This is an optimization exercise on Yosys and OpenROAD, whose aim is small area, not a production implementation. In this exercise RTL edits were held to simulation tests only and were not proved equivalent to the original. Power is estimated from default activity; no workload was simulated. The clock port is modelled as an ideal driver; clocking choices that lean on that would not hold on a real chip.

==> flow/design.v <==
module apb_ring6 (
  input             clk,
  input             wea,
  input             web,
  input      [31:0] wdata,      
  input      [31:0] wdata_n,    
  output     [31:0] porta,      
  output     [31:0] portb       
);
  reg [31:0] s0, s1, s2, s3, s4, s5;
  wire [31:0] s0_d = wea ? wdata : ~s5;
  assign porta = s0_d;
  assign portb = s2;
  always @(posedge clk) begin
    s0 <= s0_d;
    s1 <= s0;
    s2 <= s1;
    s3 <= web ? wdata_n : ~s2;
    s4 <= s3;
    s5 <= s4;
  end
endmodule
module apb_ring2 (
  input             clk,
  input             we,
  input      [31:0] wdata,
  output     [31:0] port
);
  reg [31:0] s0, s1;
  assign port = s1;
  always @(posedge clk) begin
    s0 <= we ? wdata : s1;
    s1 <= s0;
  end
endmodule
module apb_aoi222 (
  input  a1, a2, b1, b2, c1, c2,
  output y
);
  assign y = ~((a1 & a2) | (b1 & b2) | (c1 & c2));
endmodule
module apb_nand4 (
  input  a, b, c, d,
  output y
);
  assign y = ~(a & b & c & d);
endmodule
module iiitb_apb (
  input         clk,
  input         reset,
  input  [7:0]  addr,
  input         data_valid,
  input  [31:0] data,
  input         data_dir,
  input  [31:0] wait_cycle,
  output [31:0] read_out_data,
  output        transaction_done,
  output        tranerr,
  output        slverr
);
  reg        busy;       
  reg  [4:0] cnt;        
  reg        done;
  reg        done_rd;
  reg  [1:0] ph3;        
  reg        lap;        
  reg        ph2;        
  reg [31:0] rdata;      
  wire le19 = ~|wait_cycle[31:5] & (wait_cycle[4:0] <= 5'd19);
  wire inr  = ~|addr[7:5];
  wire last = busy & (le19 ? (cnt == wait_cycle[4:0]) : (cnt == 5'd19));
  assign tranerr          = last & ~le19;
  assign slverr           = last & le19 & ~inr;
  assign transaction_done = done;
  assign read_out_data    = {32{done_rd}} & rdata;
  wire act = busy & le19 & inr;
  wire wr  = act & data_dir;
  wire rd  = act & ~data_dir;
  wire [3:0]  q    = addr[4:1];
  wire        lo3  = q[1:0] == 2'd3;
  wire        hi3  = q[3:2] == 2'd3;
  wire        mlo  = ph3 == q[1:0];            
  wire        mhi  = ph3 == q[3:2];            
  wire        lm   = lap == addr[0];           
  wire [4:0]  rsel = {lo3 & ~hi3, {4{~lo3}} & (4'd1 << q[3:2])};
  wire [4:0]  pm   = {mhi, {4{mlo}}};
  wire [4:0]  hit_a, hit_b;
  wire [31:0] porta   [0:4];
  wire [31:0] portb   [0:4];
  wire [31:0] data_n = ~data;
  genvar r;
  generate
    for (r = 0; r < 5; r = r + 1) begin : ring
      assign hit_a[r] = rsel[r] & pm[r] & lm;
      assign hit_b[r] = rsel[r] & pm[r] & ~lm;
      apb_ring6 u (
        .clk(clk), .wea(wr & hit_a[r]), .web(wr & hit_b[r]),
        .wdata(data), .wdata_n(data_n),
        .porta(porta[r]), .portb(portb[r]));
    end
  endgenerate
  wire hit2 = lo3 & hi3 & (ph2 == addr[0]);
  wire [31:0] port2;
  apb_ring2 ring2 (.clk(clk), .we(wr & hit2), .wdata(data), .port(port2));
  wire        cap  = rd & (|hit_a | |hit_b | hit2);
  wire        go   = rd & ~reset;
  wire [11:0] h    = {~reset & ~cap, go & hit2, {5{go}} & hit_b, {5{go}} & hit_a};
  wire [31:0] t [0:11];
  wire [31:0] rnext;
  genvar g, b;
  generate
    for (g = 0; g < 5; g = g + 1) begin : src
      assign t[g]     = porta[g];
      assign t[g + 5] = portb[g];
    end
  endgenerate
  assign t[10] = port2;
  assign t[11] = rdata;
  generate
    for (b = 0; b < 32; b = b + 1) begin : rbit
      wire [3:0] grp;
      for (g = 0; g < 4; g = g + 1) begin : grp3
        apb_aoi222 u (
          .a1(h[3*g]),     .a2(t[3*g][b]),
          .b1(h[3*g + 1]), .b2(t[3*g + 1][b]),
          .c1(h[3*g + 2]), .c2(t[3*g + 2][b]),
          .y(grp[g]));
      end
      apb_nand4 n (.a(grp[0]), .b(grp[1]), .c(grp[2]), .d(grp[3]), .y(rnext[b]));
    end
  endgenerate
  always @(posedge clk) begin
    busy    <= ~reset & (busy ? ~last : data_valid);
    cnt     <= busy ? cnt + 5'd1 : 5'd30;
    done    <= last & le19;
    done_rd <= last & le19 & ~data_dir;
    ph3     <= ph3[1] ? 2'd0 : ph3 + 2'd1;
    lap     <= lap ^ ph3[1];
    ph2     <= ~ph2;
    rdata   <= rnext;
  end
endmodule
clock: 10.0 ns
lec_check: 0
cap_margin: 0
core_margin: 2
core_utilization: 60
slew_margin: 0
standard.sh (not shown) runs the stock make flow with config.mk's settings and CLKGATE_MAP_FILE= SYNTH_SCRIPT=/design/flow/synth_recipe.tcl, a recipe that flattens the netlist after the stock synthesis.
==> flow/flow/run.sh <==
#!/bin/bash
# Layout: the standard ORFS flow (standard.sh), with these changes:
#  - synthesis maps logic with ABC's area mapper (abc_override.tcl, area.abc)
#    around the standard flow's own synthesis script, synth_recipe.tcl;
#  - the read-data selection's gate modules (apb_aoi222, apb_nand4) are kept
#    as modules through mapping (SYNTH_KEEP_MODULES), so each maps to its
#    own cell; synth_recipe.tcl then flattens the design as usual;
#  - port buffers are the smallest buffer cell (buffer_ports -buffer_cell);
#  - clock tree synthesis without dummy loads and with its own buffer list
#    and sink clustering (CTS_ARGS, read by ORFS's cts.tcl).
# Each tool's output goes to a log file in the work folder.
set -euo pipefail
work=$(pwd)
here=$(cd "$(dirname "$0")" && pwd)
export FLOW_ABC_SCRIPT="$here/area.abc"
export FLOW_SYNTH_TCL="$work/synth_recipe.tcl"
export SYNTH_KEEP_MODULES="apb_aoi222 apb_nand4"
export BUFFER_PORTS_ARGS="$(cat "$here/buffer_ports.args")"
export CTS_ARGS="$(cat "$here/cts.args")"
# standard.sh with its synthesis script swapped for abc_override.tcl
sed "s#SYNTH_SCRIPT=[^ ]*#SYNTH_SCRIPT=$here/abc_override.tcl#" standard.sh > standard_area.sh
grep -q "SYNTH_SCRIPT=$here/abc_override.tcl" standard_area.sh
bash standard_area.sh finish > flow_standard.log 2>&1
==> flow/flow/abc_override.tcl <==
# Synthesis: the standard flow's own synthesis script (synth_recipe.tcl, sourced last),
# with one change: ORFS's technology mapping call, abc, runs the area-oriented
# mapper of the ABC script in area.abc in place of ORFS's speed script.
# Flip-flops are mapped before abc, so the registers, their names and their
# cells are those of the standard synthesis.
proc abc {args} {
  set keep {}
  set skip 0
  foreach a $args {
    if {$skip} { set skip 0; continue }
    if {$a eq "-script"} { set skip 1; continue }
    lappend keep $a
  }
  yosys abc -script $::env(FLOW_ABC_SCRIPT) {*}$keep
}
source $::env(FLOW_SYNTH_TCL)
==> flow/flow/area.abc <==
strash; dch; amap -m; topo
==> flow/flow/buffer_ports.args <==
-buffer_cell sky130_fd_sc_hd__buf_1
==> flow/flow/cts.args <==
-sink_clustering_enable -repair_clock_nets -dont_use_dummy_load -buf_list {sky130_fd_sc_hd__clkbuf_16} -sink_clustering_size 34 -sink_clustering_max_diameter 90
The baseline finished with timing, DRC and antenna clean.
Next try:
--- a/flow/design.v
+++ b/flow/design.v
@@ -65,5 +65,4 @@
   reg  [1:0] ph3;        
   reg        lap;        
-  reg        ph2;        
   reg [31:0] rdata;      
   wire le19 = ~|wait_cycle[31:5] & (wait_cycle[4:0] <= 5'd19);
@@ -100,4 +99,5 @@
     end
   endgenerate
+  wire ph2  = ph3[0] ^ lap;
   wire hit2 = lo3 & hi3 & (ph2 == addr[0]);
   wire [31:0] port2;
@@ -137,5 +137,4 @@
     ph3     <= ph3[1] ? 2'd0 : ph3 + 2'd1;
     lap     <= lap ^ ph3[1];
-    ph2     <= ~ph2;
     rdata   <= rnext;
   end
Routed wire length went up by 0.66%.
Sequential cell count is lower by 1.
Clock power is about the same.
Cell count is about the same.
Area after synthesis is about the same.
Hold slack improves by 13 ps.

==> port drivers added, routing unchanged <==
The results above use ideal ports. As a check the final layouts listed here were re-extracted and re-timed, cells and wires unchanged. Step 1 sets driving cells, clkbuf_16 on the clock port and buf_2 on the other inputs (assumed; they add their load-dependent delay and slew). Step 2 times the ports against the registers' clock, not the clock port: input delays grow and output delays shrink by t, the midpoint of the rising clock arrivals with the driver on. a / b / c = ideal ports / drivers / drivers and shift; a / b = the first two.
| run | t, ns | setup slack, ns | worst setup path after step 2 | worst data-port slew with drivers (ns) | pins driven straight from the clock port |
|---|---|---|---|---|---|
| the first run | 0.629 | 3.077 / 3.056 / 3.056 | input to output | 0.09 | 1 |
| the second run | 0.649 | 2.482 / 2.459 / 2.459 | input to output | 0.07 | 1 |
After both steps setup and hold are still met in every run listed. The setup slack of the second run, which loses most, moves by -0.023 ns with the drivers and by -0.023 ns with both steps.
